Context: an optimization exercise on an open-source flow, tuned for small area, a short achievable clock period and few clock cycles. The choices shown serve that exercise and are no tape-out recipe. Where RTL was checked, it was by simulation tests only, not by an equivalence proof against the original. Function not checked in run 3: the RTL went through the layout flow alone.

===== flow/flow/run.sh =====
#!/bin/bash
# Standard layout, except that synthesis leaves the adder cells (fa/ha) to
# abc instead of mapping them first (ADDER_MAP_FILE empty).
set -euo pipefail
bash standard.sh ADDER_MAP_FILE= synth > synth.log 2>&1
bash standard.sh > layout.log 2>&1

===== flow/standard.sh =====
#!/bin/bash
# synth_recipe.tcl (not shown) runs the flow's synth.tcl, then flattens the netlist and writes it again
# the make line also repeats each setting of config.mk as NAME=value (left out here)
make -C /OpenROAD-flow-scripts/flow DESIGN_CONFIG=/design/flow/config.mk WORK_HOME=/design/flow/orfs CLKGATE_MAP_FILE= SYNTH_SCRIPT=/design/flow/synth_recipe.tcl "${@:-finish}"

===== flow/config.mk =====
export PLATFORM = sky130hd
export DESIGN_NAME = Gcd
export DESIGN_NICKNAME = Gcd
export VERILOG_FILES = /design/flow/design.v
export SDC_FILE = /design/flow/constraint.sdc
export NUM_CORES = 4
export LEC_CHECK = 0
export ABC_AREA = 1
export CAP_MARGIN = 20
export CORE_MARGIN = 2
export CORE_UTILIZATION = 55
export PLACE_DENSITY = 0.7
export SETUP_SLACK_MARGIN = 0.8
export SLEW_MARGIN = 20

===== flow/constraint.sdc =====
create_clock -name core_clock -period 4.5 [get_ports {clk}]
set_input_delay 0.9000 -clock core_clock [delete_from_list [all_inputs] [get_ports {clk}]]
set_output_delay 0.9000 -clock core_clock [all_outputs]
set_load 0.01 [all_outputs]

===== flow/design.v =====
`timescale 1ns / 1ps
module Gcd(
	input [15:0] d1,
	input [15:0] d2,
	input clk,
	input rst,
	input start,
	output ready,
	output [15:0] gcd,
	output finished_flag
);
reg [15:0] a;
reg [15:0] b;
reg        busy;
function [15:0] pfx;
	input [15:0] v;
	integer l, i;
	begin
		pfx = v;
		for (l = 0; l < 4; l = l + 1)
			for (i = 0; i < 16; i = i + 1)
				if ((i >> l) & 1)
					pfx[i] = pfx[i] | pfx[((i >> l) << l) - 1];
	end
endfunction
function [3:0] enc;
	input [15:0] h;
	begin
		enc[0] = |(h & 16'hAAAA);
		enc[1] = |(h & 16'hCCCC);
		enc[2] = |(h & 16'hF0F0);
		enc[3] = |(h & 16'hFF00);
	end
endfunction
wire [15:0] axb = a ^ b;
wire [15:0] p   = a | b;
wire [15:0] pp  = pfx(p);
wire [15:0] px  = pfx(axb);
wire done = ~px[15] | ~|a | ~|b;
assign ready         = ~busy | done;
assign finished_flag = busy & done;
assign gcd           = a | b;
wire [15:0] lo = p & ~{pp[14:0], 1'b0};      
wire [15:0] lx = axb & ~{px[14:0], 1'b0};    
wire b_even = ~|(b & lo);                    
wire [3:0] s = enc(lx) - enc(lo);
reg [15:0] cg, cp;
integer li, ii;
always @* begin
	cg = a & ~b;
	cp = ~axb;
	cg[0] = cg[0] | cp[0];    
	for (li = 0; li < 4; li = li + 1)
		for (ii = (2 << li) - 1; ii < 16; ii = ii + (2 << li)) begin
			cg[ii] = cg[ii] | (cp[ii] & cg[ii - (1 << li)]);
			cp[ii] = cp[ii] & cp[ii - (1 << li)];
		end
	for (li = 2; li >= 0; li = li - 1)
		for (ii = 3 * (1 << li) - 1; ii < 16; ii = ii + (2 << li)) begin
			cg[ii] = cg[ii] | (cp[ii] & cg[ii - (1 << li)]);
			cp[ii] = cp[ii] & cp[ii - (1 << li)];
		end
end
wire [15:0] dab    = ~axb ^ {cg[14:0], 1'b1};
wire        a_lt_b = ~cg[15];
wire [15:0] dabs   = dab ^ ({px[14:0], 1'b0} & {16{a_lt_b}});
wire [15:0] a_step   = dabs >> s;
wire        b_take_a = b_even | a_lt_b;
always @(posedge clk) begin
	if (ready) begin
		a <= d1;
		b <= d2;
	end else begin
		a <= a_step;
		if (b_take_a)
			b <= a;
	end
	if (~rst)
		busy <= 1'b0;
	else if (ready)
		busy <= start;
end
endmodule

==> impl_metrics.env, run 1 <==
export IMPL_finalHoldViolCount=0
export IMPL_cp_common_cell="nand2_1"
export IMPL_grt_pass1_wl_um=19800
export IMPL_cts_buffers=5
export IMPL_wirelength_um=12240
export IMPL_status="timing/DRC/antenna clean"
export IMPL_syn2layout_area_growth_pct=16.63
export IMPL_ys_seq_area_share_pct=20.83
export IMPL_regArea_um2=820.8
export IMPL_finalSetupViolations=0
export IMPL_ant_nets=0
export IMPL_ys_ff_latch=33
export IMPL_cts_setup_buffers=0
export IMPL_avgRoutedWirePerCell_um=14.62
export IMPL_synth_avg_cell_area_um2=5.687
export IMPL_cts_reportedPaths_clkPinSlew_ns=0.08
export IMPL_dr_pass1_iters=5
export IMPL_finalClockSkew_ns=0.01649
export IMPL_preCtsSetupSlack_ns=1.278
export IMPL_cp_slowest_cell="clkdlybuf4s50_1"
export IMPL_remaining_drc_errors=0
export IMPL_synth_nets=728
export IMPL_clk_latency_ns=0.30
export IMPL_cts_resized=0
export IMPL_worstPathArrival_ns=2.62
export IMPL_vias_per_cell=5.520
export IMPL_crit_type="flop to output port"
export IMPL_slew_viol_final=0
export IMPL_die_h_um=88.65
export IMPL_die_w_um=88.65
export IMPL_async_flop_share_pct=0
export IMPL_grt_overflow_total=0
export IMPL_cts_tree="built"
export IMPL_synth_area_leaders="nand2_1 (24%), nand3_1 (13%), edfxtp_1 (12%)"
export IMPL_syn_area_um2=3941
export IMPL_synth_top_area_share_pct=24.48
export IMPL_synth_edff_count=16
export IMPL_multi_input_area_um2=2675
export IMPL_path_cells="nor2_1 -> inv_1 -> nand2_1 -> nand2_1 -> nor2_2 -> inv_1 -> nor2_1 -> nand2_1 -> a21boi_1 -> clkdlybuf4s50_1"
export IMPL_rows=30
export IMPL_place_hpwl_um=10010
export IMPL_cp_required_ns=3.60
export IMPL_fmax_mhz=284.2
export IMPL_finalCritPeriodShare_pct=78.19
export IMPL_dieArea_um2=7859
export IMPL_coreArea_um2=6869
export IMPL_first_global_vias=4210
export IMPL_crit_fanout=5
export IMPL_tightest_slew_ns=0.9164
export IMPL_grt_max_degree=46
export IMPL_cp_end_kind="output port"
export IMPL_clock_sinks=33
export IMPL_fin_crit_ns=3.518
export IMPL_cpPeakStageDelay_ns=0.58
export IMPL_hp_class="flop to flop"
export IMPL_n_antenna_cell=0
export IMPL_critPathLaunchType="flop"
export IMPL_synth_top_area_cell="nand2_1"
export IMPL_initial_core_util_pct=57.38
export IMPL_nFillCells=663
export IMPL_cts_hold_buf=0
export IMPL_drt_iter0_drc=404
export IMPL_setup_tns_ns=0
export IMPL_setup_ws_ns=0.9816
export IMPL_synth_cell_types=43
export IMPL_synthCells=693
export IMPL_drive_above_1_share_pct=9.987
export IMPL_ys_flop_type="dfxtp_1"
export IMPL_yosysWarnings=1
export IMPL_grt_use_total_pct=32.92
export IMPL_cts_max_level=2
export IMPL_pin_count=53
export IMPL_maxCapViolCount=0
export IMPL_slew_headroom_pct=38.74
export IMPL_vias=4620
export IMPL_fin_nets=775
export IMPL_port_buffer_count=52
export IMPL_clock_path_buffers=2
export IMPL_root_buffer="clkbuf_8"
export IMPL_place_congestion=0.9865
export IMPL_grt_antenna_before_repair=0
export IMPL_grt_setup_unrepaired="true"
kinds of logic after synthesis:
logic type / Yosys count / synth area share [%]
compound gates: 53 / 7.969
xor+xnor: 5 / 1.111
buf+inv: 109 / 11.62
flops: 33 / 20.83
simple gates: 493 / 58.48
flip-flops by register name, indices dropped and copies added (netlist names):
name and count:
a 16, b 16, busy 1
cell usage in the layout (no fill, tap or decap), types with 2 or more instances in the layout:
master / n
nand2_1: 257
nand3_1: 105
inv_1: 84
nor2_1: 58
clkdlybuf4s50_1: 52
o21ai_0: 22
nand2_2: 17
dfxtp_1: 17
edfxtp_1: 16
a21oi_1: 14
nand4_1: 13
nor2_2: 12
inv_2: 10
nor2_4: 7
nand2_4: 7
clkbuf_8: 6
nand3_2: 4
o21ai_1: 4
nor4_1: 3
xor2_1: 3
nand3_4: 2
o22ai_1: 2
xnor2_1: 2
o21bai_1: 2
nand3b_1: 2
o311ai_0: 2
clkbuf_1: 2
cells in the mapped netlist, types with 2 or more instances:
master and number:
a21oi_1 14, buf_4 2, buf_6 5, clkbuf_1 5
dfxtp_1 17, edfxtp_1 16, inv_1 84, inv_2 10
nand2_1 257, nand2_2 17, nand2_4 7, nand3_1 106
nand3_2 4, nand3b_1 2, nand4_1 13, nor2_1 58
nor2_2 12, nor2_4 7, nor4_1 3, o21ai_0 22
o21ai_1 4, o21bai_1 2, o22ai_1 2, o311ai_0 2
xnor2_1 2, xor2_1 3
layout make-up:
cell class / count / share of cell area [%]
Timing Repair Buffer: 53 / 11.49
Tap cell: 96 / 2.613
Inverter: 96 / 7.893
Sequential cell: 33 / 17.86
Multi-Input combinational cell: 551 / 58.19
Clock buffer: 8 / 1.960
worst paths after layout:
path,from,endpoint,slack [ns],cells after the start
worst max-delay path,b[14],finished_flag,0.98,10
worst min-delay path,busy,a[1],0.67,3
worst max register to register,b[11],a[5],1.33,16
worst min register to register,busy,a[1],0.67,3
stage by stage:
| step | instances | util (%) | cell area [um^2] | hold slack (ns) |
|---|---|---|---|---|
| global route | 837 | 66.92 | 4597 | 0.6812 |
| detailed placement | 829 | 65.50 | 4499 | 0.6447 |
| CTS | 837 | 66.81 | 4589 | 0.6588 |
| global placement | 829 | 65.50 | 4499 | 0.6517 |
| floorplan | 693 | - | 3941 | 0.6045 |
| finish | 837 | 66.92 | 4597 | 0.6690 |
metal layers:
layer / part of all wire, % / track usage (%) / wire length [um] / vias up
li1: - / - / - / 2320
met1: 41 / 40.90 / 5017 / 2049
met2: 48 / 58.28 / 5881 / 218
met3: 7.5 / 4.851 / 921 / 33
met4: 3.4 / 10.47 / 418 / 0
met5: 0 / 0 / 0 / -
critical path, delay by kind of cell (launching register included):
| kind | cells | cell delay (ns) |
|---|---|---|
| compound gates | 1 | 0.24 |
| buf+inv | 3 | 0.75 |
| flops | 1 | 0.43 |
| simple gates | 6 | 0.90 |
Testbench counts, summed over its fixed seeds: cycles 21,896.
==> inputs of run 2 (changes only) <==
--- a/flow/config.mk
+++ b/flow/config.mk
@@ -10,5 +10,5 @@
 export CORE_MARGIN = 2
-export CORE_UTILIZATION = 55
-export PLACE_DENSITY = 0.7
-export SETUP_SLACK_MARGIN = 0.8
+export CORE_UTILIZATION = 40
+export PLACE_DENSITY = 0.6
+export SETUP_SLACK_MARGIN = 1.2
 export SLEW_MARGIN = 20
==> impl_metrics.env, run 2 <==
export IMPL_setup_tns_ns=0
export IMPL_cts_max_level=2
export IMPL_vias=4544
export IMPL_cpPeakStageDelay_ns=0.40
export IMPL_initial_core_util_pct=40.70
export IMPL_fmax_mhz=320.0
export IMPL_hp_class="flop to flop"
export IMPL_fin_nets=785
export IMPL_finalSetupViolations=0
export IMPL_path_buf_inv=4
export IMPL_ys_seq_area_share_pct=20.83
export IMPL_grt_max_degree=54
export IMPL_ys_flop_type="dfxtp_1"
export IMPL_maxCapViolCount=0
export IMPL_yosysWarnings=1
export IMPL_dr_pass1_iters=6
export IMPL_synth_top_area_share_pct=24.48
export IMPL_first_global_vias=4357
export IMPL_reg_top3="a: 16 flops, b: 16 flops, busy: 1 flops"
export IMPL_worstSetupStartpoint="b[12]"
export IMPL_root_buffer="clkbuf_8"
export IMPL_finalClockSkew_ns=0.009640
export IMPL_slew_headroom_pct=56.90
export IMPL_path_cells="inv_2 -> nand2_2 -> nand2_2 -> nor2_4 -> inv_1 -> nor2_2 -> inv_1 -> nor2_4 -> nand2_1 -> a21boi_0 -> dlygate4sd2_1"
export IMPL_grt_setup_unrepaired="false"
export IMPL_wirelength_um=12920
export IMPL_final_common_cell="nand2_1"
export IMPL_finalCritPeriodShare_pct=69.45
export IMPL_synth_area_leaders="nand2_1 (24%), nand3_1 (13%), edfxtp_1 (12%)"
export IMPL_grt_antenna_before_repair=0
export IMPL_synth_common_cells="nand2_1 (257), nand3_1 (106), inv_1 (84)"
export IMPL_slew_viol_final=0
export IMPL_path_delay_family="simple AND/OR/NAND/NOR gates"
export IMPL_regArea_um2=822.0
export IMPL_multi_input_area_um2=2723
export IMPL_ys_ff_latch=33
export IMPL_crit_type="flop to output port"
export IMPL_cp_end_kind="output port"
export IMPL_synthCells=693
export IMPL_clock_sinks=33
export IMPL_drt_iter0_drc=261
export IMPL_avgRoutedWirePerCell_um=14.62
export IMPL_preCtsSetupSlack_ns=1.373
export IMPL_clock_path_buffers=2
export IMPL_met2_usage_pct=46.70
export IMPL_synth_cell_types=43
export IMPL_rows=36
export IMPL_port_buffer_count=52
export IMPL_clk_latency_ns=0.29
export IMPL_syn_area_um2=3941
export IMPL_crit_reg2reg_launch="b[12]"
export IMPL_synth_nets=728
export IMPL_nFillCells=1040
export IMPL_coreArea_um2=9684
export IMPL_grt_met1_usage_pct=31.59
export IMPL_vias_per_cell=5.140
export IMPL_mostFrequentLayoutCells="nand2_1 (253), nand3_1 (105), inv_1 (84)"
export IMPL_cts_buffers=5
export IMPL_synth_edff_count=16
export IMPL_remaining_drc_errors=0
export IMPL_tightest_slew_ns=0.6384
export IMPL_status="timing/DRC/antenna clean"
export IMPL_cp_required_ns=3.60
export IMPL_synth_avg_cell_area_um2=5.687
export IMPL_ant_nets=0
export IMPL_die_h_um=103.3
export IMPL_grt_use_total_pct=25.76
export IMPL_cts_reportedPaths_clkPinSlew_ns=0.07
export IMPL_place_congestion=0.9345
export IMPL_hp_start="a[6]"
export IMPL_pin_count=53
export IMPL_cts_hold_buf=0
export IMPL_drive_above_1_share_pct=12.52
export IMPL_async_flop_share_pct=0
export IMPL_place_hpwl_um=10580
export IMPL_fin_crit_ns=3.125
export IMPL_setup_ws_ns=1.375
export IMPL_die_w_um=103.3
export IMPL_worstPathArrival_ns=2.23
export IMPL_critPathLaunchType="flop"
export IMPL_grt_overflow_total=0
export IMPL_synth_top_area_cell="nand2_1"
export IMPL_cp_slowest_cell="edfxtp_1"
export IMPL_met3_usage_pct=4.099
export IMPL_yosysMostFrequentCell="nand2_1"
export IMPL_syn2layout_area_growth_pct=20.79
export IMPL_crit_fanout=5
export IMPL_finalHoldViolCount=0
export IMPL_n_antenna_cell=0
export IMPL_final_util_pct=49.16
export IMPL_grt_busiest_layer="met2"
export IMPL_cts_tree="built"
export IMPL_dieArea_um2=10660
export IMPL_grt_pass1_wl_um=20950
-- run 2: changes by cell type in the layout (fill, tap and decap cells not counted), moves of 2 or more --
cell | previous run | this run
buf_4 | 1 | 11
nand2_1 | 257 | 253
nand2_2 | 17 | 20
nor2_1 | 58 | 55
clkdlybuf4s50_1 | 52 | 50
clkinv_2 | 0 | 2
nor2_4 | 7 | 9
-- run 2: path summary, 6_finish.rpt --
path	cells after the start	slack (ns)	end
worst max-delay path	11	1.37	finished_flag
worst min-delay path	2	0.67	b[6]
worst max register to register	14	1.42	b[15]
worst min register to register	2	0.67	b[6]
-- run 2: kinds of logic after synthesis --
kind of cell           count (synthesis)  synth area share, %
flip-flops                            33                20.83
AO/OA/AOI/OAI                         53                7.969
buffers and inverters                109                11.62
XOR/XNOR                               5                1.111
AND/OR/NAND/NOR                      493                58.48
-- run 2: routing by layer --
metal,vias to the layer above,share of wire [%]
li1,2331,-
met1,2085,45
met2,108,49
met3,20,3.7
met5,-,0
met4,0,2.5
-- run 2: what timing repair did --
item	in CTS	in global routing
setup buffers	1	7
endpoints found under the setup margin	2	28
pin swaps	1	2
gates resized for setup	3	13
hold endpoints to repair	0	0
-- run 2: area by class of cell --
class,instances,area share [%]
well taps,133,3.495
repair buffers,63,12.69
clock inverters,2,0.2102
clock buffers,6,1.524
flip-flops and latches,33,17.27
inverters,96,7.622
multi-input cells,551,57.19
-- run 2: tightest hold or removal path, stage by stage, from the launching register on --
cell and delay (ns):
dfxtp_1 0.34, inv_2 0.07, o21ai_0 0.08
-- run 2: metrics by stage --
step                      instances  instance area (um^2)  hold slack, ns
after global placement          868                  4561          0.6482
after CTS                       877                  4658          0.6618
final                           884                  4761          0.6698
after detailed placement        868                  4561          0.6502
after floorplan                 693                  3941          0.6045
after global routing            884                  4761          0.6999
==> inputs of run 3 (changes only) <==
--- a/flow/design.v
+++ b/flow/design.v
@@ -53,11 +53,7 @@
 	for (li = 0; li < 4; li = li + 1)
-		for (ii = (2 << li) - 1; ii < 16; ii = ii + (2 << li)) begin
-			cg[ii] = cg[ii] | (cp[ii] & cg[ii - (1 << li)]);
-			cp[ii] = cp[ii] & cp[ii - (1 << li)];
-		end
-	for (li = 2; li >= 0; li = li - 1)
-		for (ii = 3 * (1 << li) - 1; ii < 16; ii = ii + (2 << li)) begin
-			cg[ii] = cg[ii] | (cp[ii] & cg[ii - (1 << li)]);
-			cp[ii] = cp[ii] & cp[ii - (1 << li)];
-		end
+		for (ii = 0; ii < 16; ii = ii + 1)
+			if ((ii >> li) & 1) begin
+				cg[ii] = cg[ii] | (cp[ii] & cg[((ii >> li) << li) - 1]);
+				cp[ii] = cp[ii] & cp[((ii >> li) << li) - 1];
+			end
 end
==> impl_metrics.env, run 3 <==
export IMPL_status="timing/DRC/antenna clean"
export IMPL_yosysMostFrequentCell="nand2_1"
export IMPL_synth_top_area_cell="nand2_1"
export IMPL_cpPeakStageDelay_ns=0.77
export IMPL_hp_class="flop to flop"
export IMPL_grt_antenna_before_repair=0
export IMPL_finalClockSkew_ns=0.007524
export IMPL_finalHoldViolCount=0
export IMPL_clk_latency_ns=0.29
export IMPL_cts_buffers=5
export IMPL_syn2layout_area_growth_pct=20.89
export IMPL_fmax_mhz=329.9
export IMPL_path_cells="inv_1 -> nand2_1 -> inv_1 -> nor2_1 -> a221oi_1 -> a21oi_1 -> a2111oi_0 -> o21ai_0 -> nand3_2"
export IMPL_drive_above_1_share_pct=14.10
export IMPL_synthCells=783
export IMPL_ys_ff_latch=33
export IMPL_synth_cell_types=43
export IMPL_synth_avg_cell_area_um2=5.547
export IMPL_port_buffer_count=52
export IMPL_fin_nets=878
export IMPL_mostFrequentLayoutCells="nand2_1 (305), nand3_1 (106), inv_1 (82)"
export IMPL_wirelength_um=15460
export IMPL_grt_use_total_pct=26.56
export IMPL_cp_slowest_cell="a2111oi_0"
export IMPL_setup_ws_ns=1.468
export IMPL_ys_flop_type="dfxtp_1"
export IMPL_cp_required_ns=4.44
export IMPL_grt_setup_unrepaired="true"
export IMPL_critPathLaunchType="flop"
export IMPL_vias_per_cell=5.221
export IMPL_synth_edff_count=16
export IMPL_synth_common_cells="nand2_1 (310), nand3_1 (108), inv_1 (82)"
export IMPL_cp_end_kind="flop"
export IMPL_first_global_vias=4860
export IMPL_slew_viol_final=0
export IMPL_crit_type="flop to flop"
export IMPL_avgRoutedWirePerCell_um=15.71
export IMPL_cp_common_cell="inv_1"
export IMPL_reg_top3="a: 16 flops, b: 16 flops, busy: 1 flops"
export IMPL_cts_max_level=2
export IMPL_n_antenna_cell=0
export IMPL_crit_fanout=16
export IMPL_place_inst=961
export IMPL_drt_iter0_drc=419
export IMPL_initial_core_util_pct=40.60
export IMPL_place_congestion=0.9326
export IMPL_coreArea_um2=10700
export IMPL_tightest_slew_ns=0.9565
export IMPL_grt_max_degree=28
export IMPL_maxCapViolCount=0
export IMPL_fin_crit_ns=3.032
export IMPL_setup_tns_ns=0
export IMPL_synth_area_leaders="nand2_1 (27%), nand3_1 (12%), edfxtp_1 (11%)"
export IMPL_worstPathArrival_ns=2.97
export IMPL_clock_sinks=33
export IMPL_rows=38
export IMPL_preCtsSetupSlack_ns=1.110
export IMPL_synth_nets=818
export IMPL_dieArea_um2=11710
export IMPL_yosysWarnings=1
export IMPL_root_buffer="clkbuf_8"
export IMPL_cts_hold_buf=0
export IMPL_pin_count=53
export IMPL_final_common_cell="nand2_1"
export IMPL_dr_pass1_iters=7
export IMPL_grt_overflow_total=0
export IMPL_grt_pass1_wl_um=23880
export IMPL_ys_seq_area_share_pct=18.90
export IMPL_slew_headroom_pct=34.58
export IMPL_finalSetupViolations=0
export IMPL_ant_nets=0
export IMPL_finalCritPeriodShare_pct=67.37
export IMPL_cts_tree="built"
export IMPL_remaining_drc_errors=0
export IMPL_synth_top_area_share_pct=26.79
export IMPL_die_h_um=108.2
export IMPL_async_flop_share_pct=0
export IMPL_vias=5137
export IMPL_syn_area_um2=4343
export IMPL_clock_path_buffers=2
export IMPL_layout_cells_non_filler=984
export IMPL_die_w_um=108.2
export IMPL_cts_reportedPaths_clkPinSlew_ns=0.07
export IMPL_place_hpwl_um=12580
[run 3: changes by cell type after synthesis, moves of 3 or more]
cell	previous run	this run
nand2_1	257	310
inv_2	10	21
o21ai_0	22	31
nor2_1	58	65
nand2_2	17	22
nand4_1	13	9
a21oi_1	14	11
[run 3: final cells by class]
type,count,area (um^2)
clock inverters,2,10.01
flip-flops and latches,33,820.8
inverters,106,400.4
well taps,140,175.2
repair buffers,68,645.6
multi-input cells,629,3126
fillers,1186,5448
clock buffers,6,72.57
[run 3: cells by family after synthesis]
| logic type | synth area share [%] |
|---|---|
| AND/OR/NAND/NOR | 59.29 |
| AO/OA/AOI/OAI | 8.730 |
| flip-flops | 18.90 |
| buffers and inverters | 11.87 |
| XOR/XNOR | 1.210 |
[run 3: critical path: cells and delay by family, from the launching register on]
| kind | cells | cell delay (ns) |
|---|---|---|
| flip-flops | 1 | 0.46 |
| AND/OR/NAND/NOR | 3 | 0.58 |
| buffers and inverters | 2 | 0.21 |
| AO/OA/AOI/OAI | 4 | 1.42 |
[run 3: timing repair]
item	CTS	global route
setup buffers	2	12
gates resized for setup	14	12
pin swaps	4	5
gates cloned	1	0
endpoints found under the hold margin	0	0
setup endpoints to repair	18	33
[run 3: path summary, 6_finish.rpt]
path,endpoint,slack (ns),start,depth (start not counted)
max,b[11],1.47,b[10],9
min,b[1],0.65,a[1],2
min reg2reg,b[1],0.65,a[1],2
max reg2reg,b[11],1.47,b[10],9
[run 3: layer usage]
layer  up-vias  share of wire, %  GRT usage (%)  wire, um
met5         -                 0              0         0
met4         0               2.5          7.418       385
met3        25               5.6          4.280       859
met2       160                49          47.48      7499
met1      2342                43          32.89      6710
li1       2610                 -              -         -
[run 3: per-stage QoR]
| stage | utilization (%) | hold slack, ns | instance area (um^2) |
|---|---|---|---|
| floorplan | - | 0.6045 | 4343 |
| global placement | 46.21 | 0.6351 | 4943 |
| detailed placement | 46.21 | 0.6431 | 4943 |
| CTS | 47.72 | 0.6569 | 5105 |
| global route | 49.08 | 0.6826 | 5250 |
| finish | 49.08 | 0.6500 | 5250 |
==> inputs of run 4 (changes only) <==
--- a/flow/design.v
+++ b/flow/design.v
@@ -53,7 +53,11 @@
 	for (li = 0; li < 4; li = li + 1)
-		for (ii = 0; ii < 16; ii = ii + 1)
-			if ((ii >> li) & 1) begin
-				cg[ii] = cg[ii] | (cp[ii] & cg[((ii >> li) << li) - 1]);
-				cp[ii] = cp[ii] & cp[((ii >> li) << li) - 1];
-			end
+		for (ii = (2 << li) - 1; ii < 16; ii = ii + (2 << li)) begin
+			cg[ii] = cg[ii] | (cp[ii] & cg[ii - (1 << li)]);
+			cp[ii] = cp[ii] & cp[ii - (1 << li)];
+		end
+	for (li = 2; li >= 0; li = li - 1)
+		for (ii = 3 * (1 << li) - 1; ii < 16; ii = ii + (2 << li)) begin
+			cg[ii] = cg[ii] | (cp[ii] & cg[ii - (1 << li)]);
+			cp[ii] = cp[ii] & cp[ii - (1 << li)];
+		end
 end
==> flow/flow/run.sh (replaced) <==
#!/bin/bash
# Standard layout, except:
# - synthesis leaves the adder cells (fa/ha) to abc instead of mapping them
#   first (ADDER_MAP_FILE empty);
# - the port buffers are sky130_fd_sc_hd__buf_2 instead of the cell
#   buffer_ports picks by itself (clkdlybuf4s50_1).
set -euo pipefail
bash standard.sh ADDER_MAP_FILE= synth > synth.log 2>&1
bash standard.sh "BUFFER_PORTS_ARGS=-buffer_cell sky130_fd_sc_hd__buf_2" > layout.log 2>&1
==> impl_metrics.env, run 4 <==
export IMPL_crit_reg2reg_launch="b[3]"
export IMPL_worstPathArrival_ns=2.27
export IMPL_ys_seq_area_share_pct=20.83
export IMPL_drt_iter0_drc=327
export IMPL_vias=4521
export IMPL_crit_type="flop to output port"
export IMPL_avgRoutedWirePerCell_um=14.81
export IMPL_initial_core_util_pct=40.70
export IMPL_syn_area_um2=3941
export IMPL_slew_viol_final=0
export IMPL_coreArea_um2=9684
export IMPL_wirelength_um=12940
export IMPL_synth_edff_count=16
export IMPL_cts_buffers=5
export IMPL_cts_reportedPaths_clkPinSlew_ns=0.08
export IMPL_hp_class="flop to flop"
export IMPL_tightest_slew_ns=0.8251
export IMPL_finalSetupViolations=0
export IMPL_grt_max_degree=51
export IMPL_root_buffer="clkbuf_8"
export IMPL_status="timing/DRC/antenna clean"
export IMPL_grt_antenna_before_repair=0
export IMPL_finalCritPeriodShare_pct=70.39
export IMPL_slew_headroom_pct=44.30
export IMPL_cts_setup_buffers=0
export IMPL_cts_tree="built"
export IMPL_hold_path_end="b[15]"
export IMPL_synth_nets=728
export IMPL_grt_use_total_pct=26.01
export IMPL_maxCapViolCount=0
export IMPL_remaining_drc_errors=0
export IMPL_fin_nets=775
export IMPL_n_antenna_cell=0
export IMPL_die_h_um=103.3
export IMPL_dr_pass1_iters=5
export IMPL_grt_overflow_total=0
export IMPL_nFillCells=1078
export IMPL_yosysMostFrequentCell="nand2_1"
export IMPL_r2r_slack_ns=1.48
export IMPL_synth_common_cells="nand2_1 (257), nand3_1 (106), inv_1 (84)"
export IMPL_place_congestion=0.9344
export IMPL_preCtsSetupSlack_ns=1.268
export IMPL_cts_max_level=2
export IMPL_syn2layout_area_growth_pct=12.10
export IMPL_mostFrequentLayoutCells="nand2_1 (257), nand3_1 (104), inv_1 (84)"
export IMPL_r2r_end="a[9]"
export IMPL_hp_start="busy"
export IMPL_finalClockSkew_ns=0.01115
export IMPL_vias_per_cell=5.173
export IMPL_cts_hold_buf=0
export IMPL_hold_slack_ns=0.6354
export IMPL_grt_pass1_wl_um=21400
export IMPL_synth_area_leaders="nand2_1 (24%), nand3_1 (13%), edfxtp_1 (12%)"
export IMPL_fmax_mhz=315.7
export IMPL_synth_cell_types=43
export IMPL_grt_setup_unrepaired="true"
export IMPL_final_common_cell="nand2_1"
export IMPL_synth_top_area_share_pct=24.48
export IMPL_clock_path_buffers=2
export IMPL_crit_fanout=5
export IMPL_clock_sinks=33
export IMPL_r2r_cells=16
export IMPL_critPathLaunchType="flop"
export IMPL_port_buffer_count=52
export IMPL_finalHoldViolCount=0
export IMPL_ant_nets=0
export IMPL_setup_ws_ns=1.333
export IMPL_async_flop_share_pct=0
export IMPL_reg_top3="a: 16 flops, b: 16 flops, busy: 1 flops"
export IMPL_synth_top_area_cell="nand2_1"
export IMPL_fin_crit_ns=3.168
export IMPL_synthCells=693
export IMPL_ys_flop_type="dfxtp_1"
export IMPL_cp_required_ns=3.60
export IMPL_place_inst=866
export IMPL_setup_tns_ns=0
export IMPL_cp_end_kind="output port"
export IMPL_holdPathStages=3
export IMPL_rows=36
export IMPL_clk_latency_ns=0.30
export IMPL_pin_count=53
export IMPL_die_w_um=103.3
export IMPL_drive_above_1_share_pct=17.41
export IMPL_synth_avg_cell_area_um2=5.687
export IMPL_yosysWarnings=1
export IMPL_first_global_vias=4377
export IMPL_place_hpwl_um=10680
export IMPL_dieArea_um2=10660
export IMPL_layout_cells_non_filler=874
export IMPL_ys_ff_latch=33
-- run 4: worst max-delay path, cell delays in order (launching register included) --
cell and delay [ns]:
edfxtp_1 0.43, nor2_1 0.15, inv_1 0.09, nand2_1 0.15, nand2_1 0.12, nor2_2 0.19
inv_1 0.10, nor2_1 0.23, nand2_1 0.14, a21boi_0 0.20, buf_2 0.16
-- run 4: layer usage --
layer  GRT usage [%]  up-vias  part of all wire, %
met5               0        -                    0
met2           46.70      110                   48
met1           32.92     2069                   46
met3           2.890       21                  3.6
met4           7.287        0                  2.7
li1                -     2321                    -
-- run 4: how the worst max path moves through the flow --
stage,startpoint,to,slack [ns],depth (start not counted)
floorplan,b[14],ready,1.65,10
global route,b[14],finished_flag,1.17,10
detailed placement,b[3],b[9],1.27,7
global placement,b[3],b[1],1.30,7
CTS,b[3],b[15],1.21,7
finish,b[14],finished_flag,1.33,10
-- run 4: final cells by class --
class                           count  area (um^2)  share of cell area (%)
Inverter                           96        362.8                   8.213
Clock inverter                      2        16.27                  0.3682
Timing Repair Buffer               53        267.8                   6.061
Multi-Input combinational cell    551         2690                   60.89
Clock buffer                        6        93.84                   2.124
Tap cell                          133        166.4                   3.767
Sequential cell                    33        820.8                   18.58
-- run 4: per-stage QoR --
step / instance area (um^2) / util [%]
finish: 4418 / 45.62
global route: 4418 / 45.62
CTS: 4395 / 45.39
detailed placement: 4285 / 44.25
global placement: 4285 / 44.25
floorplan: 3941 / -
-- run 4: kinds of logic after synthesis --
kind of cell              synth area share (%)
AOI/OAI and AO/OA                        7.969
xor gates and xnor gates                 1.111
buffers and inverters                    11.62
DFF                                      20.83
and+or+nand+nor                          58.48
-- run 4: what timing repair did --
action	in CTS	in global routing
resized for setup	0	4
endpoints found under the hold margin	0	0
endpoints found under the setup margin	0	27
Testbench counts of run 4, summed over its fixed seeds: cycles 21,896.
==> inputs of run 5 (changes only) <==
==> flow/flow/run.sh (replaced) <==
#!/bin/bash
# Standard layout, except:
# - synthesis leaves the adder cells (fa/ha) to abc instead of mapping them
#   first (ADDER_MAP_FILE empty);
# - the port buffers are sky130_fd_sc_hd__buf_1 instead of the cell
#   buffer_ports picks by itself (clkdlybuf4s50_1).
set -euo pipefail
bash standard.sh ADDER_MAP_FILE= synth > synth.log 2>&1
bash standard.sh "BUFFER_PORTS_ARGS=-buffer_cell sky130_fd_sc_hd__buf_1" > layout.log 2>&1
==> impl_metrics.env, run 5 <==
export IMPL_status="timing/DRC/antenna clean"
export IMPL_route_met2_wl_um=5911
export IMPL_port_buffer_count=52
export IMPL_synth_top_area_share_pct=24.48
export IMPL_synth_common_cells="nand2_1 (257), nand3_1 (106), inv_1 (84)"
export IMPL_place_hpwl_um=10230
export IMPL_grt_max_degree=52
export IMPL_wl_met3_um=671
export IMPL_finalHoldViolCount=0
export IMPL_setup_tns_ns=0
export IMPL_synth_edff_count=16
export IMPL_die_h_um=103.3
export IMPL_hp_class="flop to flop"
export IMPL_vias_per_cell=5.149
export IMPL_grt_antenna_before_repair=0
export IMPL_ant_nets=0
export IMPL_slew_headroom_pct=64.69
export IMPL_worstPathArrival_ns=2.24
export IMPL_syn2layout_area_growth_pct=10.95
export IMPL_cts_resized=0
export IMPL_dr_pass1_iters=8
export IMPL_slew_viol_final=0
export IMPL_ys_flop_type="dfxtp_1"
export IMPL_syn_area_um2=3941
export IMPL_die_w_um=103.3
export IMPL_drive_above_1_share_pct=10.65
export IMPL_place_inst=867
export IMPL_critPathLaunchType="flop"
export IMPL_ys_ff_latch=33
export IMPL_pin_count=53
export IMPL_n_antenna_cell=0
export IMPL_top_layer="met4"
export IMPL_yosysWarnings=1
export IMPL_cts_tree="built"
export IMPL_cts_hold_buf=0
export IMPL_layout_cells_non_filler=875
export IMPL_ys_seq_area_share_pct=20.83
export IMPL_synth_top_area_cell="nand2_1"
export IMPL_coreArea_um2=9684
export IMPL_cts_setup_buffers=0
export IMPL_grt_pass1_wl_um=20380
export IMPL_rows=36
export IMPL_regArea_um2=820.8
export IMPL_avgRoutedWirePerCell_um=14.20
export IMPL_grt_overflow_total=0
export IMPL_reg_top3="a: 16 flops, b: 16 flops, busy: 1 flops"
export IMPL_fin_nets=776
export IMPL_cts_max_level=2
export IMPL_root_buffer="clkbuf_8"
export IMPL_mostFrequentLayoutCells="nand2_1 (257), nand3_1 (104), inv_1 (84)"
export IMPL_clk_latency_ns=0.30
export IMPL_initial_core_util_pct=40.70
export IMPL_finalCritPeriodShare_pct=69.75
export IMPL_synth_avg_cell_area_um2=5.687
export IMPL_wl_met1_um=5619
export IMPL_place_congestion=0.9961
export IMPL_clock_sinks=33
export IMPL_first_global_vias=4361
export IMPL_vias=4505
export IMPL_drt_iter0_drc=325
export IMPL_cp_required_ns=3.60
export IMPL_final_common_cell="nand2_1"
export IMPL_yosysMostFrequentCell="nand2_1"
export IMPL_fin_crit_ns=3.139
export IMPL_maxCapViolCount=0
export IMPL_crit_fanout=13
export IMPL_tightest_slew_ns=0.5290
export IMPL_synth_nets=728
export IMPL_clock_path_buffers=2
export IMPL_fmax_mhz=318.6
export IMPL_wirelength_um=12420
export IMPL_cp_end_kind="output port"
export IMPL_grt_use_total_pct=24.69
export IMPL_cts_buffers=5
export IMPL_dieArea_um2=10660
export IMPL_synth_area_leaders="nand2_1 (24%), nand3_1 (13%), edfxtp_1 (12%)"
export IMPL_remaining_drc_errors=0
export IMPL_finalClockSkew_ns=0.01195
export IMPL_multi_input_area_um2=2675
export IMPL_synth_cell_types=43
export IMPL_grt_setup_unrepaired="true"
export IMPL_finalSetupViolations=0
export IMPL_cts_reportedPaths_clkPinSlew_ns=0.09
export IMPL_synthCells=693
export IMPL_async_flop_share_pct=0
export IMPL_crit_type="flop to output port"
export IMPL_nFillCells=1059
[run 5: final timing paths]
path,from,to,slack [ns],cells past startpoint
min,busy,b[15],0.67,3
min reg2reg,busy,b[15],0.67,3
max,b[7],finished_flag,1.36,8
max reg2reg,b[7],a[0],1.38,18
[run 5: stage by stage]
step / hold slack, ns / worst slack (ns) / util, % / cell area (um^2)
after global routing: 0.7003 / 1.129 / 45.16 / 4373
after detailed placement: 0.6371 / 1.360 / 43.66 / 4228
after global placement: 0.6305 / 1.470 / 43.66 / 4228
after floorplan: 0.6045 / 1.649 / - / 3941
after CTS: 0.6725 / 1.323 / 45.08 / 4365
final: 0.6685 / 1.361 / 45.16 / 4373
[run 5: final cells by class]
cell class | instances | share of cell area [%]
clock buffer | 5 | 1.574
multi-input combinational | 551 | 61.17
tap | 133 | 3.805
timing repair buffer | 54 | 4.807
inverter | 96 | 8.298
clock inverter | 3 | 1.574
sequential | 33 | 18.77
[run 5: metal layers]
metal  track usage, %  vias to the layer above
li1                 -                     2313
met1            31.35                     2053
met2            44.71                      124
met3            3.293                       15
met4            5.162                        0
met5                0                        -
[run 5: cells by family after synthesis]
group                  count (synthesis)  share of synthesized area [%]
buffers and inverters                109                          11.62
AND/OR/NAND/NOR                      493                          58.48
AO/OA/AOI/OAI                         53                          7.969
XOR/XNOR                               5                          1.111
flip-flops                            33                          20.83
[run 5: critical path, cell delays in order (launching register included)]
cell      delay (ns)
edfxtp_1        0.43
nor2_1          0.28
nor2_2          0.11
nor2_1          0.16
nand2_2         0.12
nor2_4          0.31
nand2_1         0.19
a21boi_1        0.18
buf_1           0.17
==> inputs of run 6 (changes only) <==
==> flow/flow/run.sh (replaced) <==
#!/bin/bash
# Standard layout, except:
# - synthesis leaves the adder cells (fa/ha) to abc instead of mapping them
#   first (ADDER_MAP_FILE empty), and abc runs flow/abc.script: ORFS's area
#   script without its final upsize/dnsize passes (the layout's own repair
#   sizes the cells);
# - the port buffers are sky130_fd_sc_hd__buf_1 instead of the cell
#   buffer_ports picks by itself (clkdlybuf4s50_1).
set -euo pipefail
here=$PWD
cat > my_synth.tcl <<TCL
proc abc {args} {
  set i [lsearch -exact \$args -script]
  if {\$i >= 0} { lset args [expr {\$i + 1}] $here/flow/abc.script }
  puts "abc with script $here/flow/abc.script"
  yosys abc {*}\$args
}
TCL
cat synth_recipe.tcl >> my_synth.tcl
bash standard.sh ADDER_MAP_FILE= SYNTH_SCRIPT=$here/my_synth.tcl synth > synth.log 2>&1
bash standard.sh "BUFFER_PORTS_ARGS=-buffer_cell sky130_fd_sc_hd__buf_1" > layout.log 2>&1
==> flow/flow/abc.script (new file) <==
strash
dch
map -B 0.9
topo
stime -c
buffer -c
==> impl_metrics.env, run 6 <==
export IMPL_status="timing/DRC/antenna clean"
export IMPL_maxCapViolCount=0
export IMPL_holdPathStages=2
export IMPL_async_flop_share_pct=0
export IMPL_cp_required_ns=3.60
export IMPL_grt_overflow_total=0
export IMPL_tightest_slew_ns=0.6097
export IMPL_syn_area_um2=3771
export IMPL_grt_pass1_wl_um=20450
export IMPL_clock_path_buffers=2
export IMPL_wirelength_um=12990
export IMPL_cts_tree="built"
export IMPL_ant_nets=0
export IMPL_setup_ws_ns=1.369
export IMPL_cts_hold_buf=0
export IMPL_vias=4716
export IMPL_clock_sinks=33
export IMPL_port_buffer_count=52
export IMPL_cp_end_kind="output port"
export IMPL_r2r_cells=18
export IMPL_hp_class="flop to flop"
export IMPL_reg_top3="a: 16 flops, b: 16 flops, busy: 1 flops"
export IMPL_first_global_vias=4317
export IMPL_die_h_um=101.1
export IMPL_clk_latency_ns=0.30
export IMPL_remaining_drc_errors=0
export IMPL_pin_count=53
export IMPL_grt_antenna_before_repair=0
export IMPL_place_congestion=1.025
export IMPL_fin_nets=798
export IMPL_synth_edff_count=16
export IMPL_die_w_um=101.1
export IMPL_crit_fanout=5
export IMPL_placed_area_um2=3940
export IMPL_cts_max_level=2
export IMPL_synth_cell_types=30
export IMPL_fin_area_um2=4349
export IMPL_worstPathArrival_ns=2.23
export IMPL_ys_ff_latch=33
export IMPL_avgRoutedWirePerCell_um=14.84
export IMPL_dr_pass1_iters=6
export IMPL_critPathLaunchType="flop"
export IMPL_setup_tns_ns=0
export IMPL_dieArea_um2=10220
export IMPL_initial_core_util_pct=41.01
export IMPL_cts_reportedPaths_clkPinSlew_ns=0.08
export IMPL_synth_top_area_share_pct=28.07
export IMPL_coreArea_um2=9196
export IMPL_finalSetupViolations=0
export IMPL_synth_area_leaders="nand2_1 (28%), nand3_1 (15%), edfxtp_1 (13%)"
export IMPL_grt_max_degree=24
export IMPL_rows=35
export IMPL_yosysMostFrequentCell="nand2_1"
export IMPL_drive_above_1_share_pct=8.770
export IMPL_r2r_slack_ns=1.38
export IMPL_vias_per_cell=5.390
export IMPL_drt_iter0_drc=322
export IMPL_root_buffer="clkbuf_8"
export IMPL_slew_viol_final=0
export IMPL_synth_avg_cell_area_um2=5.442
export IMPL_mostFrequentLayoutCells="nand2_1 (270), nand3_1 (109), inv_1 (93)"
export IMPL_synth_common_cells="nand2_1 (282), nand3_1 (110), inv_1 (95)"
export IMPL_place_inst=847
export IMPL_cts_buffers=5
export IMPL_layout_cells_non_filler=875
export IMPL_n_antenna_cell=0
export IMPL_ys_seq_area_share_pct=21.77
export IMPL_finalClockSkew_ns=0.01115
export IMPL_synth_nets=728
export IMPL_synthCells=693
export IMPL_fmax_mhz=319.4
export IMPL_crit_type="flop to output port"
export IMPL_finalHoldViolCount=0
export IMPL_preCtsSetupSlack_ns=0.5836
export IMPL_slew_headroom_pct=58.83
export IMPL_yosysWarnings=1
export IMPL_ys_flop_type="dfxtp_1"
export IMPL_finalCritPeriodShare_pct=69.58
export IMPL_place_hpwl_um=9973
export IMPL_syn2layout_area_growth_pct=15.33
export IMPL_fin_crit_ns=3.131
export IMPL_final_common_cell="nand2_1"
export IMPL_grt_use_total_pct=25.38
export IMPL_synth_top_area_cell="nand2_1"
export IMPL_grt_setup_unrepaired="false"
[run 6: cell types whose count changed after synthesis, sizes merged]
cell and delta:
bufbuf +1, buf -8, clkdlybuf4s50 +1, clkbuf +6
[run 6: final cells by class]
class                           instances  area, um^2
Fill cell                             993        4847
Timing Repair Buffer                   74       372.9
Tap cell                              111       138.9
Multi-Input combinational cell        553        2534
Clock inverter                          1       30.03
Sequential cell                        33       822.0
Clock buffer                            7       86.33
Inverter                               96       365.4
[run 6: worst max-delay path, stage by stage (launching register included)]
cell and delay, ns:
edfxtp_1 0.37, inv_1 0.06, nand2_1 0.19, nand2_2 0.14, nor2_2 0.16, inv_1 0.09
nor2_1 0.14, inv_1 0.10, nor2_4 0.16, nand2_2 0.14, a21boi_0 0.20, buf_1 0.17
[run 6: kinds of logic (layout without fill, tap and decap cells)]
| group | count (synthesis) | in the layout | synth area share, % |
|---|---|---|---|
| xor gates and xnor gates | 5 | 5 | 1.161 |
| DFF | 33 | 33 | 21.77 |
| and+or+nand+nor | 493 | 495 | 54.45 |
| AOI/OAI and AO/OA | 53 | 53 | 7.897 |
| buffers and inverters | 109 | 178 | 14.73 |
[run 6: metrics by stage]
step | util [%] | hold slack (ns)
2_1_floorplan | - | 0.6045
5_1_grt | 47.29 | 0.7274
6_report | 47.29 | 0.6852
3_5_place_dp | 42.84 | 0.6536
4_1_cts | 44.91 | 0.6660
3_3_place_gp | 42.84 | 0.6428
[run 6: layer usage]
metal | track usage, % | share of wire (%) | vias to the layer above
met5 | 0 | 0 | -
met4 | 8.524 | 3.4 | 0
met3 | 3.329 | 7.2 | 33
met2 | 43.05 | 47 | 215
met1 | 33.08 | 43 | 2105
li1 | - | - | 2363
[run 6: path summary, 6_finish.rpt]
path,startpoint,to
setup / recovery,b[12],finished_flag
hold / removal,a[2],b[2]
setup reg to reg,b[2],a[12]
hold reg to reg,a[2],b[2]
[run 6: repair_timing]
item | 4_1_cts | 5_1_grt
setup endpoints to repair | 33 | 18
gates cloned | 1 | 1
gates resized for setup | 11 | 30
buffers inserted | 4 | 14
pin swaps | 2 | 3
==> inputs of run 7 (changes only) <==
--- a/flow/flow/run.sh
+++ b/flow/flow/run.sh
@@ -6,3 +6,3 @@
 #   sizes the cells);
-# - the port buffers are sky130_fd_sc_hd__buf_1 instead of the cell
+# - the port buffers are sky130_fd_sc_hd__buf_2 instead of the cell
 #   buffer_ports picks by itself (clkdlybuf4s50_1).
@@ -20,2 +20,2 @@
 bash standard.sh ADDER_MAP_FILE= SYNTH_SCRIPT=$here/my_synth.tcl synth > synth.log 2>&1
-bash standard.sh "BUFFER_PORTS_ARGS=-buffer_cell sky130_fd_sc_hd__buf_1" > layout.log 2>&1
+bash standard.sh "BUFFER_PORTS_ARGS=-buffer_cell sky130_fd_sc_hd__buf_2" > layout.log 2>&1
==> flow/flow/abc.script (replaced) <==
strash
dc2
dch
map -B 0.9
topo
stime -c
buffer -c
==> impl_metrics.env, run 7 <==
export IMPL_status="timing/DRC/antenna clean"
export IMPL_path_buf_inv=0
export IMPL_path_cells="nor2_2 -> nand2_1 -> nor2_4 -> nand2_2 -> nor2_4 -> nand2_2 -> or2_2 -> nand2_2 -> nand4_1 -> nand2_1 -> nand2_1 -> nand2_2 -> nand2_2 -> xnor2_1 -> nor2_1 -> nand3_1 -> nand2_1"
export IMPL_path_delay_family="simple AND/OR/NAND/NOR gates"
export IMPL_cp_required_ns=4.68
export IMPL_worstSetupStartpoint="b[1]"
export IMPL_nFillCells=1026
export IMPL_syn_area_um2=3827
export IMPL_die_h_um=101.8
export IMPL_mostFrequentLayoutCells="nand2_1 (226), nand3_1 (125), inv_1 (107)"
export IMPL_syn2layout_area_growth_pct=20.79
export IMPL_crit_type="flop to flop"
export IMPL_synth_fa_ha_area_share_pct=0
export IMPL_ant_nets=0
export IMPL_synth_area_leaders="nand2_1 (23%), nand3_1 (16%), edfxtp_1 (13%)"
export IMPL_preCtsSetupSlack_ns=0.8525
export IMPL_yosysMostFrequentCell="nand2_1"
export IMPL_synth_xor_area_share_pct=1.373
export IMPL_cts_reportedPaths_clkPinSlew_ns=0.09
export IMPL_remaining_drc_errors=0
export IMPL_initial_core_util_pct=41.23
export IMPL_vias_per_cell=5.405
export IMPL_crit_reg2reg_launch="b[1]"
export IMPL_finalSetupViolations=0
export IMPL_place_hpwl_um=11870
export IMPL_drive_above_1_share_pct=18.73
export IMPL_cp_slowest_cell="edfxtp_1"
export IMPL_async_flop_share_pct=0
export IMPL_fmax_mhz=316.5
export IMPL_finalHoldViolCount=0
export IMPL_synth_mux_area_share_pct=0
export IMPL_finalClockSkew_ns=0.01678
export IMPL_clk_latency_ns=0.31
export IMPL_n_antenna_cell=0
export IMPL_slew_headroom_pct=53.72
export IMPL_cts_hold_buf=0
export IMPL_cp_common_cell="nand2_2"
export IMPL_synth_nets=731
export IMPL_fin_nets=808
export IMPL_yosysWarnings=1
export IMPL_pin_count=53
export IMPL_avgRoutedWirePerCell_um=16.20
export IMPL_synth_top_area_cell="nand2_1"
export IMPL_grt_met1_usage_pct=38.04
export IMPL_grt_antenna_before_repair=0
export IMPL_fin_crit_ns=3.160
export IMPL_first_global_vias=4616
export IMPL_cts_max_level=2
export IMPL_grt_setup_unrepaired="true"
export IMPL_ys_flop_type="dfxtp_1"
export IMPL_finalCritPeriodShare_pct=70.21
export IMPL_setup_ws_ns=1.340
export IMPL_cts_tree="built"
export IMPL_synth_top_area_share_pct=23.34
export IMPL_cpPeakStageDelay_ns=0.47
export IMPL_ys_seq_area_share_pct=21.44
export IMPL_cts_buffers=5
export IMPL_synth_common_cells="nand2_1 (238), nand3_1 (125), inv_1 (109)"
export IMPL_dieArea_um2=10370
export IMPL_crit_fanout=5
export IMPL_maxCapViolCount=0
export IMPL_dr_pass1_iters=5
export IMPL_met3_usage_pct=5.882
export IMPL_synthCells=696
export IMPL_grt_max_degree=48
export IMPL_root_buffer="clkbuf_8"
export IMPL_cp_end_kind="flop"
export IMPL_slew_viol_final=0
export IMPL_critPathLaunchType="flop"
export IMPL_rows=35
export IMPL_synth_compound_area_share_pct=9.905
export IMPL_grt_use_total_pct=29.10
export IMPL_met2_usage_pct=49.80
export IMPL_clock_sinks=33
export IMPL_coreArea_um2=9284
export IMPL_clock_path_buffers=2
export IMPL_synth_cell_types=31
export IMPL_hp_start="a[15]"
export IMPL_die_w_um=101.8
export IMPL_reg_top3="a: 16 flops, b: 16 flops, busy: 1 flops"
export IMPL_final_common_cell="nand2_1"
export IMPL_synth_simple_area_share_pct=52.24
export IMPL_place_congestion=1.007
export IMPL_synth_avg_cell_area_um2=5.499
export IMPL_tightest_slew_ns=0.6856
export IMPL_grt_busiest_layer="met2"
export IMPL_synth_top_family_by_area="simple AND/OR/NAND/NOR gates"
export IMPL_drt_iter0_drc=331
export IMPL_ys_ff_latch=33
export IMPL_synth_edff_count=16
export IMPL_hp_class="flop to flop"
export IMPL_vias=4881
export IMPL_setup_tns_ns=0
export IMPL_grt_overflow_total=0
export IMPL_grt_pass1_wl_um=23160
export IMPL_port_buffer_count=52
export IMPL_wirelength_um=14630
export IMPL_worstPathArrival_ns=3.34
[run 7: worst min-delay path, delay by kind of cell (launching register included)]
kind | cells | cell delay [ns]
flops | 1 | 0.39
simple gates | 2 | 0.14
[run 7: layout make-up]
class                   instances  area [um^2]  share of cell area [%]
flip-flops and latches         33        828.3                   17.92
clock buffers                   6        82.58                   1.786
repair buffers                 82        490.5                   10.61
multi-input cells             539         2618                   56.62
well taps                     129        161.4                   3.491
inverters                     112        429.2                   9.283
clock inverters                 2        13.76                  0.2977
[run 7: path summary, 6_finish.rpt]
check | to | depth (start not counted) | slack [ns]
max reg2reg | a[0] | 17 | 1.34
min reg2reg | b[15] | 2 | 0.68
max | a[0] | 17 | 1.34
min | b[15] | 2 | 0.68
[run 7: what timing repair did]
action | in CTS | in global routing
setup buffers | 3 | 22
setup endpoints to repair | 17 | 33
pin swaps | 0 | 12
resized for setup | 12 | 60
[run 7: metrics by stage]
| step | instance area [um^2] | utilization, % | instances | hold WS (ns) |
|---|---|---|---|---|
| 2_1_floorplan | 3827 | - | 696 | 0.5621 |
| 3_3_place_gp | 4131 | 44.50 | 870 | 0.6728 |
| 3_5_place_dp | 4131 | 44.50 | 870 | 0.6743 |
| 4_1_cts | 4285 | 46.16 | 881 | 0.6790 |
| 5_1_grt | 4623 | 49.80 | 903 | 0.7204 |
| 6_report | 4623 | 49.80 | 903 | 0.6821 |
[run 7: kinds of logic after synthesis]
| group | after synthesis |
|---|---|
| AOI/OAI and AO/OA | 64 |
| buffers and inverters | 124 |
| xor gates and xnor gates | 6 |
| DFF | 33 |
| and+or+nand+nor | 469 |
[run 7: metal layers]
layer  wire, um  part of all wire, %  up-vias
met2       6823                   47      200
met3       1121                  7.7       22
met5          0                    0        -
li1           -                    -     2402
met1       6432                   44     2257
met4        250                  1.7        0
==> inputs of run 8 (changes only) <==
==> flow/flow/abc.script (replaced) <==
strash
dch -f
map -B 0.9
topo
stime -c
buffer -c
==> impl_metrics.env, run 8 <==
export IMPL_r2r_end="a[7]"
export IMPL_setup_ws_ns=1.232
export IMPL_met2_usage_pct=43.71
export IMPL_r2r_slack_ns=1.41
export IMPL_fmax_mhz=306.0
export IMPL_syn_area_um2=3787
export IMPL_wirelength_um=13390
export IMPL_crit_reg2reg_launch="b[2]"
export IMPL_cts_buffers=5
export IMPL_tightest_slew_ns=0.5638
export IMPL_root_buffer="clkbuf_8"
export IMPL_grt_busiest_layer="met2"
export IMPL_yosysWarnings=1
export IMPL_vias_per_cell=5.425
export IMPL_cts_max_level=2
export IMPL_layout_cells_non_filler=876
export IMPL_slew_viol_final=0
export IMPL_slew_headroom_pct=62.07
export IMPL_cts_hold_buf=0
export IMPL_synth_edff_count=16
export IMPL_cp_end_kind="output port"
export IMPL_dieArea_um2=10260
export IMPL_rows=35
export IMPL_cts_tree="built"
export IMPL_reg_top3="a: 16 flops, b: 16 flops, busy: 1 flops"
export IMPL_synth_common_cells="nand2_1 (281), nand3_1 (114), inv_1 (95)"
export IMPL_ys_flop_type="dfxtp_1"
export IMPL_avgRoutedWirePerCell_um=15.29
export IMPL_synth_avg_cell_area_um2=5.457
export IMPL_place_congestion=0.9493
export IMPL_maxCapViolCount=0
export IMPL_drive_above_1_share_pct=15.42
export IMPL_holdPathStages=2
export IMPL_synthCells=694
export IMPL_fin_nets=799
export IMPL_clock_sinks=33
export IMPL_clock_path_buffers=2
export IMPL_hold_path_end="b[9]"
export IMPL_final_common_cell="nand2_1"
export IMPL_hp_start="a[9]"
export IMPL_port_buffer_count=52
export IMPL_drt_iter0_drc=356
export IMPL_initial_core_util_pct=41.18
export IMPL_finalClockSkew_ns=0.007488
export IMPL_worstSetupStartpoint="b[2]"
export IMPL_grt_max_degree=52
export IMPL_mostFrequentLayoutCells="nand2_1 (275), nand3_1 (113), inv_1 (91)"
export IMPL_preCtsSetupSlack_ns=0.7751
export IMPL_finalHoldViolCount=0
export IMPL_finalSetupViolations=0
export IMPL_n_antenna_cell=0
export IMPL_grt_pass1_wl_um=20840
export IMPL_synth_nets=729
export IMPL_cp_required_ns=3.60
export IMPL_cts_reportedPaths_clkPinSlew_ns=0.08
export IMPL_finalCritPeriodShare_pct=72.63
export IMPL_grt_use_total_pct=25.80
export IMPL_met3_usage_pct=4.762
export IMPL_dr_pass1_iters=6
export IMPL_fin_crit_ns=3.268
export IMPL_synth_top_area_cell="nand2_1"
export IMPL_ys_ff_latch=33
export IMPL_syn2layout_area_growth_pct=18.14
export IMPL_grt_setup_unrepaired="true"
export IMPL_critPathLaunchType="flop"
export IMPL_async_flop_share_pct=0
export IMPL_synth_cell_types=30
export IMPL_grt_met1_usage_pct=31.75
export IMPL_vias=4752
export IMPL_setup_tns_ns=0
export IMPL_ys_seq_area_share_pct=21.67
export IMPL_ant_nets=0
export IMPL_place_hpwl_um=10240
export IMPL_status="timing/DRC/antenna clean"
export IMPL_pin_count=53
export IMPL_crit_type="flop to output port"
export IMPL_final_util_pct=48.65
export IMPL_remaining_drc_errors=0
export IMPL_first_global_vias=4392
export IMPL_hp_class="flop to flop"
export IMPL_yosysMostFrequentCell="nand2_1"
export IMPL_crit_fanout=26
export IMPL_die_w_um=101.3
export IMPL_clk_latency_ns=0.30
export IMPL_die_h_um=101.3
export IMPL_coreArea_um2=9196
export IMPL_place_inst=846
export IMPL_synth_top_area_share_pct=27.85
export IMPL_grt_antenna_before_repair=0
export IMPL_synth_area_leaders="nand2_1 (28%), nand3_1 (15%), edfxtp_1 (13%)"
export IMPL_r2r_cells=19
export IMPL_worstPathArrival_ns=2.37
export IMPL_grt_overflow_total=0
==> run 8: changes by cell type after synthesis, sizes merged, moves of 3 or more <==
cell / previous run / this run
nor2: 74 / 67
or2: 5 / 1
o21bai: 3 / 0
nand2: 239 / 285
inv: 109 / 95
o21ai: 31 / 38
o211ai: 5 / 2
nand3: 126 / 115
nand4: 14 / 10
o31ai: 3 / 0
==> run 8: worst max path at each step <==
stage                          to  slack [ns]  depth (start not counted)
floorplan           finished_flag        1.88                          9
global route                a[12]        1.13                         20
detailed placement           a[0]        0.78                         19
CTS                         ready        1.17                         10
global placement             a[6]        0.84                         18
finish                      ready        1.23                          8
==> run 8: what timing repair did <==
| action | 4_1_cts | 5_1_grt |
|---|---|---|
| cloned | 0 | 2 |
| setup buffers | 5 | 15 |
| endpoints found under the setup margin | 34 | 34 |
| resized for setup | 11 | 35 |
| pin swaps | 1 | 5 |
==> run 8: through the flow <==
step	cell area [um^2]	hold slack, ns
global route	4474	0.7248
finish	4474	0.6983
global placement	4013	0.6839
detailed placement	4013	0.6924
CTS	4213	0.7059
floorplan	3787	0.6054
==> run 8: per-layer routing <==
metal	up-vias	wire, um
li1	2367	-
met1	2114	5594
met3	53	936
met2	218	6151
met4	0	709
met5	-	0
==> run 8: kinds of logic (layout without fill, tap and decap cells) <==
family	after synthesis	after routing	synth area share, %
flops	33	33	21.67
compound gates	59	59	8.589
simple gates	487	487	53.82
xor+xnor	7	7	1.619
buf+inv	108	179	14.30
==> run 8: final cells by class <==
cell class,instances,area [um^2]
clock buffer,5,68.82
tap,111,138.9
sequential,33,820.8
timing repair buffer,74,467.9
timing repair inverter,1,7.507
fill,1029,4722
clock inverter,3,41.29
multi-input combinational,553,2557
inverter,96,371.6
==> run 8: critical path, stage by stage (launching register included) <==
cell,delay (ns)
edfxtp_1,0.44
buf_4,0.16
nor4_1,0.51
nand4_1,0.17
o41ai_1,0.09
inv_1,0.15
nand3_2,0.19
buf_12,0.20
buf_2,0.15
==> inputs of run 9 (changes only) <==
==> flow/flow/abc.script (replaced) <==
strash
dch
map -B 0.9
topo
stime -c
buffer -c
--- a/flow/config.mk
+++ b/flow/config.mk
@@ -12,3 +12,3 @@
 export PLACE_DENSITY = 0.6
-export SETUP_SLACK_MARGIN = 1.2
+export SETUP_SLACK_MARGIN = 1.5
 export SLEW_MARGIN = 20
==> impl_metrics.env, run 9 <==
export IMPL_status="timing/DRC/antenna clean"
export IMPL_remaining_drc_errors=0
export IMPL_clk_latency_ns=0.29
export IMPL_setup_tns_ns=0
export IMPL_root_buffer="clkbuf_8"
export IMPL_cp_endpoint="finished_flag"
export IMPL_clock_path_buffers=2
export IMPL_cp_depth=8
export IMPL_synth_edff_count=16
export IMPL_vias=4721
export IMPL_hold_slack_ns=0.6749
export IMPL_rows=35
export IMPL_ys_seq_area_share_pct=21.77
export IMPL_die_w_um=101.1
export IMPL_cpPeakStageDelay_ns=0.53
export IMPL_worstPathArrival_ns=2.05
export IMPL_finalClockSkew_ns=0.01135
export IMPL_synth_top_area_cell="nand2_1"
export IMPL_crit_fanout=4
export IMPL_yosysWarnings=1
export IMPL_synth_top_area_share_pct=28.07
export IMPL_holdPathStages=2
export IMPL_r2r_cells=18
export IMPL_grt_setup_unrepaired="true"
export IMPL_cts_max_level=2
export IMPL_pin_count=53
export IMPL_dr_pass1_iters=5
export IMPL_final_common_cell="nand2_1"
export IMPL_cts_reportedPaths_clkPinSlew_ns=0.08
export IMPL_finalCritPeriodShare_pct=65.52
export IMPL_place_hpwl_um=10690
export IMPL_syn2layout_area_growth_pct=24.72
export IMPL_path_delay_family="simple AND/OR/NAND/NOR gates"
export IMPL_r2r_end="a[8]"
export IMPL_grt_overflow_total=0
export IMPL_synth_cell_types=30
export IMPL_synth_simple_area_share_pct=54.45
export IMPL_synth_area_leaders="nand2_1 (28%), nand3_1 (15%), edfxtp_1 (13%)"
export IMPL_synth_nets=728
export IMPL_synth_fa_ha_area_share_pct=0
export IMPL_crit_reg2reg_launch="b[0]"
export IMPL_worstSetupStartpoint="b[0]"
export IMPL_hp_class="flop to flop"
export IMPL_maxCapViolCount=0
export IMPL_cp_end_kind="output port"
export IMPL_cp_slowest_cell="edfxtp_1"
export IMPL_slew_headroom_pct=64.78
export IMPL_synth_xor_area_share_pct=1.161
export IMPL_syn_area_um2=3771
export IMPL_vias_per_cell=5.328
export IMPL_ant_nets=0
export IMPL_slew_viol_final=0
export IMPL_synth_mux_area_share_pct=0
export IMPL_grt_antenna_before_repair=0
export IMPL_avgRoutedWirePerCell_um=15.53
export IMPL_cts_buffers=5
export IMPL_synth_compound_area_share_pct=7.896
export IMPL_path_buf_inv=3
export IMPL_nFillCells=992
export IMPL_drt_iter0_drc=262
export IMPL_ys_ff_latch=33
export IMPL_grt_use_total_pct=26.92
export IMPL_coreArea_um2=9196
export IMPL_r2r_slack_ns=1.60
export IMPL_hp_start="a[2]"
export IMPL_critPathLaunchType="flop"
export IMPL_fin_crit_ns=2.949
[run 9: kinds of logic (layout without fill, tap and decap cells)]
group           after synthesis  count (layout)
compound gates               53              53
flops                        33              33
buf+inv                     109             190
simple gates                493             494
xor+xnor                      5               5
[run 9: cell type report]
type	instances	area [um^2]	area share, %
Timing Repair Buffer	85	531.8	11.31
Clock inverter	1	6.256	0.1330
Tap cell	111	138.9	2.953
Sequential cell	33	824.5	17.53
Clock buffer	7	76.32	1.623
Inverter	96	370.4	7.874
Multi-Input combinational cell	552	2748	58.42
Timing Repair inverter	1	7.507	0.1596
[run 9: worst min path at each step]
stage            end  slack [ns]
2_1_floorplan  b[15]        0.60
3_3_place_gp    b[2]        0.64
3_5_place_dp    b[2]        0.66
4_1_cts         b[2]        0.67
5_1_grt         b[2]        0.73
6_report        b[2]        0.67
[run 9: stage by stage]
stage               cell area, um^2  setup slack, ns  std cells
floorplan                      3771            1.579        693
global placement               4020           0.7407        849
detailed placement             4020           0.5818        849
CTS                            4275            1.491        865
global route                   4703            1.371        886
finish                         4703            1.551        886
[run 9: tightest hold or removal path, stage by stage (launching register included)]
cell and delay, ns:
dfxtp_1 0.33, inv_1 0.08, o21ai_0 0.09
[run 9: what timing repair did]
action,in CTS,in global routing
hold buffers,0,0
setup buffers,6,21
pin swaps,2,18
cloned,2,0
resized for setup,37,76
endpoints found under the hold margin,0,0
endpoints found under the setup margin,51,34
[run 9: routing by layer]
layer | routed length (um) | up-vias | track usage [%]
met5 | 0 | - | 0
met4 | 374 | 0 | 7.692
met3 | 763 | 23 | 3.883
met2 | 6677 | 160 | 46.87
met1 | 5941 | 2161 | 34.43
li1 | - | 2377 | -

==> static timing again, ports no longer ideal <==
The results above use ideal ports. As a check the final layouts listed here were re-extracted and re-timed, cells and wires unchanged. Step 1 sets driving cells, clkbuf_16 on the clock port and buf_2 on the other inputs (assumed; they add their load-dependent delay and slew). Step 2 times the ports against the registers' clock, not the clock port: input delays grow and output delays shrink by t, the midpoint of the rising clock arrivals with the driver on. Three values: ideal ports, drivers, drivers and shift; two values: the first two.
run	t, ns	slack for setup (ns)	hold WS [ns]	slew at the worst register clock pin (ns)	worst slew at a driven data input, ns
run 1	0.317	0.982 / 0.956 / 1.273	0.669 / 0.669 / 0.669	0.08 / 0.08	0.04
run 2	0.318	1.375 / 1.344 / 1.424	0.670 / 0.670 / 0.670	0.08 / 0.08	0.04
run 3	0.314	1.468 / 1.449 / 1.468	0.650 / 0.650 / 0.650	0.07 / 0.07	0.05
run 4	0.324	1.333 / 1.303 / 1.483	0.635 / 0.635 / 0.635	0.08 / 0.08	0.05
run 5	0.325	1.361 / 1.331 / 1.383	0.668 / 0.668 / 0.668	0.09 / 0.09	0.04
run 6	0.328	1.369 / 1.341 / 1.382	0.685 / 0.685 / 0.685	0.08 / 0.08	0.04
run 7	0.332	1.340 / 1.340 / 1.340	0.682 / 0.682 / 0.682	0.09 / 0.09	0.05
run 8	0.322	1.232 / 1.203 / 1.411	0.698 / 0.698 / 0.698	0.08 / 0.08	0.05
run 9	0.314	1.551 / 1.526 / 1.596	0.675 / 0.675 / 0.675	0.08 / 0.08	0.04
After both steps setup and hold are still met in every run listed.
